Source: an optimization exercise on an open RTL-to-GDS flow (aim: small area). Production flows keep margins and buffers that such runs may drop.
In this exercise RTL edits were held to simulation tests only and were not proved equivalent to the original.
The clock port is modelled as an ideal driver, which makes a skipped or thinned clock tree look cheaper than it is; a real chip needs a root buffer or a tree.
No activity file was given, so power comes from the tool's default toggle rates.

==> garnet: inputs <==
// alarm_clock_pv
module alarm_clock_pv (input CLK,SW5,SW4,SW3,SW2,SW1,SW0,KEY1,KEY0,
output logic [6:0] SEC_LSB,SEC_MSB,MIN_LSB,MIN_MSB,HR_LSB,HR_MSB,
output logic LED7,LED5,LED4,LED3,LED2,LED1,LED0);
function automatic [3:0] nx13(input [3:0] q);
  nx13 = {((q[2])), ((q[1])), ((q[0])), ~((q[3] & ~q[0]) | (~q[3] & q[0]) | (~q[2] & q[1] & ~q[0]))};
endfunction
function automatic last13(input [3:0] q);
  last13 = ((q[3] & ~q[2] & ~q[0]));
endfunction
function automatic [2:0] nx7(input [2:0] q);
  nx7 = {((q[1])), ((q[0])), ((~q[2] & ~q[0]) | (q[2] & q[0]))};
endfunction
function automatic last7(input [2:0] q);
  last7 = ((q[2] & ~q[1] & ~q[0]));
endfunction
function automatic [3:0] nxo(input [3:0] q);
  nxo = {((q[2])), ((q[1])), ((q[0])), ((~q[3] & q[2]) | (~q[3] & ~q[0]) | (~q[2] & q[1]))};
endfunction
function automatic is9(input [3:0] q);
  is9 = ((q[3] & ~q[2] & ~q[0]));
endfunction
function automatic is3(input [3:0] q);
  is3 = ((~q[3] & q[2] & ~q[1]));
endfunction
function automatic is0o(input [3:0] q);
  is0o = ((~q[3] & ~q[1] & ~q[0]));
endfunction
function automatic [2:0] nxj(input [2:0] q);
  nxj = {((q[1])), ((q[0])), ((~q[2]))};
endfunction
function automatic is5(input [2:0] q);
  is5 = ((q[2] & ~q[1]));
endfunction
function automatic is0j(input [2:0] q);
  is0j = ((~q[2] & ~q[0]));
endfunction
function automatic [1:0] nxh(input [1:0] q);
  nxh = {((~q[1] & q[0])), ((~q[1]))};
endfunction
function automatic is2(input [1:0] q);
  is2 = ((q[1]));
endfunction
function automatic is0h(input [1:0] q);
  is0h = ((~q[0]));
endfunction
function automatic [6:0] sego(input [3:0] q);
  sego = {((~q[3] & ~q[2] & ~q[1]) | (q[3] & q[1] & ~q[0])), ((~q[1] & q[0]) | (q[1] & ~q[0])), ((~q[3] & q[0]) | (q[3] & ~q[2]) | (q[2] & q[1] & ~q[0])), ((~q[2] & q[0]) | (q[2] & q[1] & ~q[0])), ((~q[3] & q[1] & ~q[0])), ((q[2] & q[1] & q[0])), ((~q[2] & q[0]))};
endfunction
function automatic [6:0] segj(input [2:0] q);
  segj = {((~q[2] & ~q[1])), ((q[0])), ((q[2]) | (~q[1] & q[0])), ((~q[1] & q[0]) | (q[1] & ~q[0])), ((~q[2] & q[1])), ((q[2] & ~q[1])), ((~q[1] & q[0]) | (q[1] & ~q[0]))};
endfunction
function automatic [6:0] segh(input [1:0] q);
  ...
clock: 50.0 ns
lec_check: 0
cap_margin: 20
core_margin: 2
core_utilization: 70
place_density: 0.8
slew_margin: 20
standard.sh (not shown) runs the stock make flow with config.mk's settings and CLKGATE_MAP_FILE= SYNTH_SCRIPT=/design/flow/synth_recipe.tcl, a recipe that flattens the netlist after the stock synthesis.
==> flow/flow/run.sh <==
#!/bin/bash
# Own layout flow: the standard flow, with an area-oriented synthesis
# (several ABC area scripts, the smallest result kept, no half-adder
# extraction), the smallest buffer on every port and a small hand-built
# clock tree. Each tool's output goes to a log file here.
set -uo pipefail
R=orfs/results/$FLOW_PLATFORM/alarm_clock_pv/base

bash standard.sh synth > log_1_standard_synth.log 2>&1 || exit 1
cp $R/1_2_yosys.v std_1_2_yosys.v

# 2. own synthesis: ORFS's yosys script with the ABC step replaced and no adder mapping
rm -rf myscripts; cp -r $FLOW_HOME/scripts myscripts
sed -i "s|^\(\s*\)log_cmd abc {\*}\$abc_args|\1source $PWD/flow/multi_abc.tcl|" myscripts/synth.tcl
grep -n multi_abc myscripts/synth.tcl > log_2_synth_patch.log
mkdir -p std_results; cp $R/1_* std_results/
rm -f $R/1_*
if MULTI_ABC_DIR=$PWD/flow bash standard.sh ADDER_MAP_FILE= SCRIPTS_DIR=$PWD/myscripts synth > log_2_own_synth.log 2>&1 \
   && python3 flow/cmpff.py std_1_2_yosys.v $R/1_2_yosys.v > log_2_cmpff.log 2>&1; then
  echo "own synthesis used" >> log_2_cmpff.log
else
  echo "own synthesis rejected, using the standard one" >> log_2_cmpff.log
  rm -f $R/1_*; cp std_results/1_* $R/
fi

# 3. layout; clock_tree_synthesis replaced by manual_cts
CTS_K=4; CTS_CELL=sky130_fd_sc_hd__clkbuf_8
[ -f flow/cts.conf ] && . flow/cts.conf
sed -i "s|^log_cmd clock_tree_synthesis.*|source $PWD/flow/manual_cts.tcl\nmanual_cts CLK $CTS_K $CTS_CELL\nset_propagated_clock [all_clocks]|" myscripts/cts.tcl
grep -n manual_cts myscripts/cts.tcl > log_3_cts_patch.log
bash standard.sh SCRIPTS_DIR=$PWD/myscripts \
  BUFFER_PORTS_ARGS="-buffer_cell sky130_fd_sc_hd__buf_1" \
  finish > log_3_layout.log 2>&1
==> flow/flow/abc_try_1.script <==
strash
balance; rewrite; refactor; balance; rewrite; rewrite -z; balance; refactor -z; rewrite -z; balance
dch -f
amap
==> flow/flow/abc_try_2.script <==
strash
balance; rewrite; refactor; balance; rewrite; rewrite -z; balance; refactor -z; rewrite -z; balance
dch -f
amap -F 100 -A 100
==> flow/flow/abc_try_3.script <==
strash
&get -n
&deepsyn -T 20
&put
dch -f
amap
==> flow/flow/abc_try_4.script <==
strash
&get -n
&deepsyn -T 20
&put
balance; rewrite; refactor; balance; rewrite; rewrite -z; balance; refactor -z; rewrite -z; balance
dch -f
amap -F 100 -A 100
==> flow/flow/abc_try_5.script <==
strash
balance; rewrite; refactor; balance; rewrite; rewrite -z; balance; refactor -z; rewrite -z; balance
if -K 4 -a
mfs2
strash
dch -f
amap
==> flow/flow/abc_try_6.script <==
strash
dc2
dc2
dc2
dch -f
amap -F 100 -A 100
==> flow/flow/abc_try_7.script <==
strash
&get -n
&deepsyn -T 20 -S 11
&put
balance; rewrite; refactor; balance; rewrite; rewrite -z; balance; refactor -z; rewrite -z; balance
dch -f
amap -F 100 -A 100
==> flow/flow/abc_try_8.script <==
strash
&get -n
&deepsyn -T 30 -S 23
&put
dch -f
amap
==> flow/flow/cts.conf <==
CTS_K=4; CTS_CELL=sky130_fd_sc_hd__buf_4
==> flow/flow/multi_abc.tcl <==
# Run ABC with each abc_try_*.script in flow/ on the same design and keep the
# mapping with the smallest cell area (replaces the single abc call in synth.tcl).
design -save pre_multi_abc
set best_area 1e30
set best_script ""
foreach s [lsort [glob $::env(MULTI_ABC_DIR)/abc_try_*.script]] {
  design -load pre_multi_abc
  abc {*}[lreplace $abc_args 1 1 $s]
  set st [tee -q -s result.string stat {*}$lib_args]
  if {[regexp {Chip area for module[^:]*:\s+([0-9.eE+]+)} $st -> area]} {
    puts "multi_abc: $s area $area"
    if {$area < $best_area} {
      set best_area $area; set best_script $s
      design -save best_multi_abc
    }
  }
}
design -load best_multi_abc
puts "multi_abc: using $best_script area $best_area"
Other scripts of this flow, unchanged in this note and not shown: flow/flow/cmpff.py, flow/flow/manual_cts.tcl
==> quartz (differences from garnet) <==
==> flow/flow/run.sh (replaced) <==
#!/bin/bash
# Own layout flow: the standard flow, with an area-oriented synthesis
# (ABC area script, no half-adder extraction), the smallest buffer on
# every port and a small hand-built clock tree. Each tool's output goes
# to a log file here.
set -uo pipefail
R=orfs/results/$FLOW_PLATFORM/alarm_clock_pv/base

bash standard.sh synth > log_1_standard_synth.log 2>&1 || exit 1
cp $R/1_2_yosys.v std_1_2_yosys.v

# 2. own synthesis: same yosys script with another ABC script and no adder mapping
rm -rf myscripts; cp -r $FLOW_HOME/scripts myscripts
cp flow/abc_area.script myscripts/abc_speed.script
mkdir -p std_results; cp $R/1_* std_results/
rm -f $R/1_*
if bash standard.sh ADDER_MAP_FILE= SCRIPTS_DIR=$PWD/myscripts synth > log_2_own_synth.log 2>&1 \
   && python3 flow/cmpff.py std_1_2_yosys.v $R/1_2_yosys.v > log_2_cmpff.log 2>&1; then
  echo "own synthesis used" >> log_2_cmpff.log
else
  echo "own synthesis rejected, using the standard one" >> log_2_cmpff.log
  rm -f $R/1_*; cp std_results/1_* $R/
fi

# 3. layout; clock_tree_synthesis replaced by manual_cts
CTS_K=${CTS_K:-4}; CTS_CELL=${CTS_CELL:-sky130_fd_sc_hd__clkbuf_8}
[ -f flow/cts.conf ] && . flow/cts.conf
sed -i "s|^log_cmd clock_tree_synthesis.*|source $PWD/flow/manual_cts.tcl\nmanual_cts CLK $CTS_K $CTS_CELL\nset_propagated_clock [all_clocks]|" myscripts/cts.tcl
grep -n manual_cts myscripts/cts.tcl > log_3_cts_patch.log
bash standard.sh SCRIPTS_DIR=$PWD/myscripts \
  BUFFER_PORTS_ARGS="-buffer_cell sky130_fd_sc_hd__buf_1" \
  finish > log_3_layout.log 2>&1
==> flow/flow/abc_area.script (new file) <==
strash
&get -n
&deepsyn -T 20
&put
dch -f
amap
==> flow/flow/cts.conf (replaced) <==
CTS_K=4; CTS_CELL=sky130_fd_sc_hd__clkbuf_8
removed: flow/flow/abc_try_1.script
removed: flow/flow/abc_try_2.script
removed: flow/flow/abc_try_3.script
removed: flow/flow/abc_try_4.script
removed: flow/flow/abc_try_5.script
removed: flow/flow/abc_try_6.script
removed: flow/flow/abc_try_7.script
removed: flow/flow/abc_try_8.script
removed: flow/flow/multi_abc.tcl
==> qor summary <==
Outcome: quartz finished clean; garnet finished clean
Number of combinational gates with multiple inputs: quartz 184; garnet 173
Cell Area, Placed: quartz 2700 sq um; garnet 2680 sq um
Share of the clock period used by the worst path: quartz 0.441; garnet 0.445
Netlist Area Pre-Place: quartz 2500 sq um; garnet 2480 sq um
Clock Power Share: quartz 0.147; garnet 0.162
Setup crit end: quartz HR_MSB[4]; garnet HR_MSB[3]
Die Outline Area: quartz 4070 sq um; garnet 4030 sq um
Power of the combinational group: quartz 0.0392 mW; garnet 0.0245 mW
Highest-delay cell along the critical path: quartz sky130_fd_sc_hd__clkinv_1; garnet sky130_fd_sc_hd__o32ai_1
Register fraction of the total cell area: quartz 0.426; garnet 0.435
Vias per Instance: quartz 6.05; garnet 6.12
Static Leak: quartz 1.04 nW; garnet 0.988 nW
Sequential cell fraction of total power: quartz 0.493; garnet 0.540
Layout cells sized above 1: quartz 0.0170; garnet 0.0175
Slew at the pin closest to its max-slew limit: quartz 0.820 ns; garnet 1.01 ns
Layout Area Growth over Synthesis: quartz 10.2%; garnet 9.30%
Final std cells w/o fill: quartz 399; garnet 388
Synthesized Nets: quartz 311; garnet 300
Number of distinct library cells after synthesis: quartz 35; garnet 32
Routability congestion estimate from global placement: quartz 0.915; garnet 0.917
In every run of this note, the design's own scripts or RTL, not TritonCTS, make the clock network.

-- port drivers added, routing unchanged --
The results above use ideal ports. As a check the final layouts listed here were re-extracted and re-timed, cells and wires unchanged. Step 1, drivers: a clkbuf_16 drives CLK and a buf_2 each remaining input, both assumed. Step 2 moves the port delays by t, midway between the first and last clock arrival at a register: inputs arrive t later, outputs are due t later. That takes back most of the time a late clock gives input paths. a / b / c = ideal / step 1 / step 2; a / b = the first two.
run	shift t [ns]	setup slack, ns	worst hold slack (ns)	latest minus earliest clock arrival (ns)	pins driven straight from the clock port
garnet	0.194	27.764 / 27.742 / 27.742	0.391 / 0.391 / 0.391	0.005 / 0.005	4
quartz	0.192	27.968 / 27.942 / 27.942	0.377 / 0.377 / 0.377	0.005 / 0.006	4
After both steps every run listed still meets setup and hold. The setup slack of quartz, which loses most, moves by -0.026 ns with the drivers and by -0.026 ns with both steps.
